Context: an optimization exercise on an open-source flow, tuned for small area. The choices shown serve that exercise and are no tape-out recipe.
In this exercise RTL edits were held to simulation tests only and were not proved equivalent to the original.
No driver is modelled on the clock port, so clocking that relies on it looks cheaper here than on a real chip.
No activity file was given, so power comes from the tool's default toggle rates.

run A:
// Top_module
module Top_module(input clk, input rst, input BTNC, input BTNL, input BTNR, input [7:0] MP,input [7:0] MC, output  done, output [6:0] segments, output [3:0]anode_active);
clock: 15.0 ns
lec_check: 0
abc_area: 1
cap_margin: 20
core_margin: 2
core_utilization: 70
slew_margin: 20
standard.sh (not shown) runs the stock make flow with config.mk's settings and CLKGATE_MAP_FILE= SYNTH_SCRIPT=/design/flow/synth_recipe.tcl, a recipe that flattens the netlist after the stock synthesis.
==> flow/flow/run.sh <==
#!/bin/bash
set -euo pipefail
here=$(pwd)

# 1. standard synthesis with the stronger ABC script, four seeds
for s in 0 1 2 3; do
  d="$here/trial$s"
  rm -rf "$d"; mkdir -p "$d"
  cp -r "$FLOW_HOME/scripts" "$d/scripts"
  sed "s/@SEED@/$s/" "$here/flow/abc_area.script" > "$d/scripts/abc_area.script"
  sed "s#WORK_HOME=[^ ]*#WORK_HOME=$d/orfs#" "$here/standard.sh" > "$d/standard.sh"
  (SCRIPTS_DIR="$d/scripts" bash "$d/standard.sh" synth > "$here/synth_seed$s.log" 2>&1) &
done
wait
best=""; bestarea=""
for s in 0 1 2 3; do
  f="$here/trial$s/orfs/reports/sky130hd/Top_module/base/synth_stat.txt"
  [[ -s "$here/trial$s/orfs/results/sky130hd/Top_module/base/1_synth.odb" ]] || continue
  a=$(awk '/Chip area for module/ {print $NF}' "$f" | tail -1)
  echo "seed $s: synthesized area $a" >> "$here/synth_pick.log"
  if [[ -z "$best" ]] || awk -v a="$a" -v b="$bestarea" 'BEGIN{exit !(a < b)}'; then
    best=$s; bestarea=$a
  fi
done
[[ -n "$best" ]]
echo "kept seed $best ($bestarea)" >> "$here/synth_pick.log"
rm -rf "$here/orfs"
mv "$here/trial$best/orfs" "$here/orfs"
for s in 0 1 2 3; do rm -rf "$here/trial$s"; done

# 2. and 3. the rest of the standard flow's layout
export BUFFER_PORTS_ARGS="-buffer_cell sky130_fd_sc_hd__buf_1"
export POST_CTS_TCL="$here/flow/post_cts.tcl"
cts="-sink_clustering_enable -repair_clock_nets -dont_use_dummy_load"
CTS_ARGS="$cts -buf_list sky130_fd_sc_hd__clkbuf_4 -root_buf sky130_fd_sc_hd__clkbuf_4" \
  bash standard.sh finish > "$here/layout.log" 2>&1
res="$here/orfs/results/sky130hd/Top_module/base"
slew=$(RES="$res" openroad -no_init -exit "$here/flow/clkslew.tcl" 2>&1 | tee "$here/clkslew.log" | awk '/^CLKSLEW/ {print $2}') || slew=""
if [[ -z "$slew" ]] || awk -v s="$slew" 'BEGIN{exit !(s > 120)}'; then
  echo "clock pin slew ${slew:-unknown} ps: clock tree again with clkbuf_8" >> "$here/clkslew.log"
  rm -f "$res"/4_* "$res"/5_* "$res"/6_* "$here/out/final.def"
  unset POST_CTS_TCL
  CTS_ARGS="$cts -buf_list sky130_fd_sc_hd__clkbuf_8 -root_buf sky130_fd_sc_hd__clkbuf_8" \
    bash standard.sh finish > "$here/layout_clkbuf8.log" 2>&1
  RES="$res" openroad -no_init -exit "$here/flow/clkslew.tcl" >> "$here/clkslew.log" 2>&1 || true
fi
test -s "$here/out/final.def"
==> flow/flow/abc_area.script <==
strash
&get -n
&deepsyn -T 150 -S @SEED@
&dch -f
&nf -R 1000 -p -a
&put
topo
stime -c
==> flow/flow/post_cts.tcl <==
estimate_parasitics -placement
set bigger 0
foreach inst [get_cells -filter "ref_name==sky130_fd_sc_hd__clkbuf_4"] {
  set net [get_nets -of_objects [get_pins -of_objects $inst -filter "direction==output"]]
  set worst 0
  set flops 0
  foreach pin [get_pins -of_objects $net -filter "direction==input"] {
    if {[get_property $pin name] ne "CLK"} { continue }
    incr flops
    foreach edge {rise fall} {
      foreach a {min max} {
        set worst [expr {max($worst, [sta::time_ui_sta [get_property $pin slew_${a}_$edge]] * 1e12)}]
      }
    }
  }
  if {$flops > 0 && $worst > 95} {
    replace_cell $inst sky130_fd_sc_hd__clkbuf_8
    incr bigger
    puts "post_cts: [get_full_name $inst] clock pin slew [format %.1f $worst] ps, now clkbuf_8"
  }
}
if {$bigger > 0} {
  detailed_placement
  estimate_parasitics -placement
}
Other scripts of this flow, unchanged in this note and not shown: flow/flow/clkslew.tcl
Run A: done, clean on timing, DRC and antenna
The following lists how run B was set up differently from run A:
- GPL_TIMING_DRIVEN now 0, previously not set
- SLEW_MARGIN now 10, was 20
- CAP_MARGIN now 10, was 20
--- a/flow/flow/run.sh
+++ b/flow/flow/run.sh
@@ -3,16 +3,19 @@
 here=$(pwd)
 
-# 1. standard synthesis with the stronger ABC script, four seeds
-for s in 0 1 2 3; do
-  d="$here/trial$s"
-  rm -rf "$d"; mkdir -p "$d"
-  cp -r "$FLOW_HOME/scripts" "$d/scripts"
-  sed "s/@SEED@/$s/" "$here/flow/abc_area.script" > "$d/scripts/abc_area.script"
-  sed "s#WORK_HOME=[^ ]*#WORK_HOME=$d/orfs#" "$here/standard.sh" > "$d/standard.sh"
-  (SCRIPTS_DIR="$d/scripts" bash "$d/standard.sh" synth > "$here/synth_seed$s.log" 2>&1) &
+# 1. standard synthesis with the stronger ABC script, eight seeds, four at a
+# time
+for batch in "0 1 2 3" "4 5 6 7"; do
+  for s in $batch; do
+    d="$here/trial$s"
+    rm -rf "$d"; mkdir -p "$d"
+    cp -r "$FLOW_HOME/scripts" "$d/scripts"
+    sed "s/@SEED@/$s/" "$here/flow/abc_area.script" > "$d/scripts/abc_area.script"
+    sed "s#WORK_HOME=[^ ]*#WORK_HOME=$d/orfs#" "$here/standard.sh" > "$d/standard.sh"
+    (SCRIPTS_DIR="$d/scripts" bash "$d/standard.sh" synth > "$here/synth_seed$s.log" 2>&1) &
+  done
+  wait
 done
-wait
 best=""; bestarea=""
-for s in 0 1 2 3; do
+for s in 0 1 2 3 4 5 6 7; do
   f="$here/trial$s/orfs/reports/sky130hd/Top_module/base/synth_stat.txt"
   [[ -s "$here/trial$s/orfs/results/sky130hd/Top_module/base/1_synth.odb" ]] || continue
@@ -27,5 +30,5 @@
 rm -rf "$here/orfs"
 mv "$here/trial$best/orfs" "$here/orfs"
-for s in 0 1 2 3; do rm -rf "$here/trial$s"; done
+for s in 0 1 2 3 4 5 6 7; do rm -rf "$here/trial$s"; done
 
 # 2. and 3. the rest of the standard flow's layout
### Flow results
Diff run A..run B | utilization | negligible. Synthesized-area fraction occupied by and/or/nand/nor cells, run B and run A, lower one = run A. The higher number of instances in the synthesized netlist of run B and run A is in run B. Compared with run A, in run B area after synthesis saw an increase, fraction of the cycle the final worst path needs saw a decrease, number of tap instances saw little to no change.
Edits applied to the flow inputs when going from run B to run C:
--- a/flow/flow/run.sh
+++ b/flow/flow/run.sh
@@ -3,23 +3,25 @@
 here=$(pwd)
 
-# 1. standard synthesis with the stronger ABC script, eight seeds, four at a
-# time
-for batch in "0 1 2 3" "4 5 6 7"; do
+# 1. standard synthesis with the stronger ABC scripts, twelve runs, four at a
+# time: trial s uses script ${script[s]} with seed ${seed[s]}
+script=(a a a a b b b b c c c c)
+seed=(0 1 2 3 0 4 5 6 0 7 8 9)
+for batch in "0 1 2 3" "4 5 6 7" "8 9 10 11"; do
   for s in $batch; do
     d="$here/trial$s"
     rm -rf "$d"; mkdir -p "$d"
     cp -r "$FLOW_HOME/scripts" "$d/scripts"
-    sed "s/@SEED@/$s/" "$here/flow/abc_area.script" > "$d/scripts/abc_area.script"
+    sed "s/@SEED@/${seed[s]}/" "$here/flow/abc_${script[s]}.script" > "$d/scripts/abc_area.script"
     sed "s#WORK_HOME=[^ ]*#WORK_HOME=$d/orfs#" "$here/standard.sh" > "$d/standard.sh"
-    (SCRIPTS_DIR="$d/scripts" bash "$d/standard.sh" synth > "$here/synth_seed$s.log" 2>&1) &
+    (SCRIPTS_DIR="$d/scripts" bash "$d/standard.sh" synth > "$here/synth_trial$s.log" 2>&1) &
   done
   wait
 done
 best=""; bestarea=""
-for s in 0 1 2 3 4 5 6 7; do
+for s in 0 1 2 3 4 5 6 7 8 9 10 11; do
   f="$here/trial$s/orfs/reports/sky130hd/Top_module/base/synth_stat.txt"
   [[ -s "$here/trial$s/orfs/results/sky130hd/Top_module/base/1_synth.odb" ]] || continue
   a=$(awk '/Chip area for module/ {print $NF}' "$f" | tail -1)
-  echo "seed $s: synthesized area $a" >> "$here/synth_pick.log"
+  echo "trial $s (script ${script[s]}, seed ${seed[s]}): synthesized area $a" >> "$here/synth_pick.log"
   if [[ -z "$best" ]] || awk -v a="$a" -v b="$bestarea" 'BEGIN{exit !(a < b)}'; then
     best=$s; bestarea=$a
@@ -27,8 +29,8 @@
 done
 [[ -n "$best" ]]
-echo "kept seed $best ($bestarea)" >> "$here/synth_pick.log"
+echo "kept trial $best ($bestarea)" >> "$here/synth_pick.log"
 rm -rf "$here/orfs"
 mv "$here/trial$best/orfs" "$here/orfs"
-for s in 0 1 2 3 4 5 6 7; do rm -rf "$here/trial$s"; done
+for s in 0 1 2 3 4 5 6 7 8 9 10 11; do rm -rf "$here/trial$s"; done
 
 # 2. and 3. the rest of the standard flow's layout
==> flow/flow/abc_a.script (new file) <==
strash
&get -n
&deepsyn -T 150 -S @SEED@
&dch -f
&nf -R 1000 -p -a
&put
topo
stime -c
==> flow/flow/abc_b.script (new file) <==
strash
&get -n
&deepsyn -T 150 -S @SEED@
&dch -f
&nf -R 1000 -p -a -E 10
&put
topo
stime -c
==> flow/flow/abc_c.script (new file) <==
strash
&get -n
&deepsyn -T 150 -S @SEED@
&dc2
&dch -f
&nf -R 1000 -p -a
&put
topo
stime -c
removed: flow/flow/abc_area.script
[summary]
Minimum clock period ended up 0.37 ns higher on run C than on run B.
In run C the global-route usage turned out 0.61 points lower than in run B.
Re number of multi-input combinational cells in the layout: run C is 11 down on run B.
Between run B and run C, the flow reports total die area decreasing slightly.
For run D, these inputs were changed with respect to run C:
--- a/flow/flow/post_cts.tcl
+++ b/flow/flow/post_cts.tcl
@@ -14,5 +14,5 @@
     }
   }
-  if {$flops > 0 && $worst > 95} {
+  if {$flops > 0 && $worst > 110} {
     replace_cell $inst sky130_fd_sc_hd__clkbuf_8
     incr bigger
- [compare] base=run C new=run D: wire length of the first global-routing pass higher, post-route clock skew higher, via density per instance roughly the same, die outline area roughly the same, power dissipated by switching net loads lower.
- Number of global-route vias before repair grows by a few percent when moving from run C to run D.
- Of run D and run C, the run reporting the higher maximum number of pins on one net before global-route repair was run D.

## re-timing with driven ports
In the flow no input, the clock included, has a driving cell. The finished layouts below were timed again as built, in two steps. Step 1 sets driving cells, clkbuf_16 on the clock port and buf_2 on the other inputs (assumed; they add their load-dependent delay and slew). Step 2 also shifts input and output timing later by t, the mid clock arrival at the registers, as if the neighbouring blocks saw the same clock. Slacks: ideal ports / drivers / drivers and shift; pairs: ideal ports / drivers.
run	t, ns	setup WS [ns]	slew at the worst register clock pin (ns)
run A	0.418	6.878 / 6.855 / 6.855	0.09 / 0.09
run B	0.428	7.411 / 7.389 / 7.389	0.09 / 0.09
run C	0.428	7.040 / 7.015 / 7.015	0.08 / 0.08
run D	0.413	7.190 / 7.167 / 7.167	0.10 / 0.10
After both steps every run listed still meets setup and hold. The setup slack of run C, which loses most, moves by -0.025 ns with the drivers and by -0.025 ns with both steps.
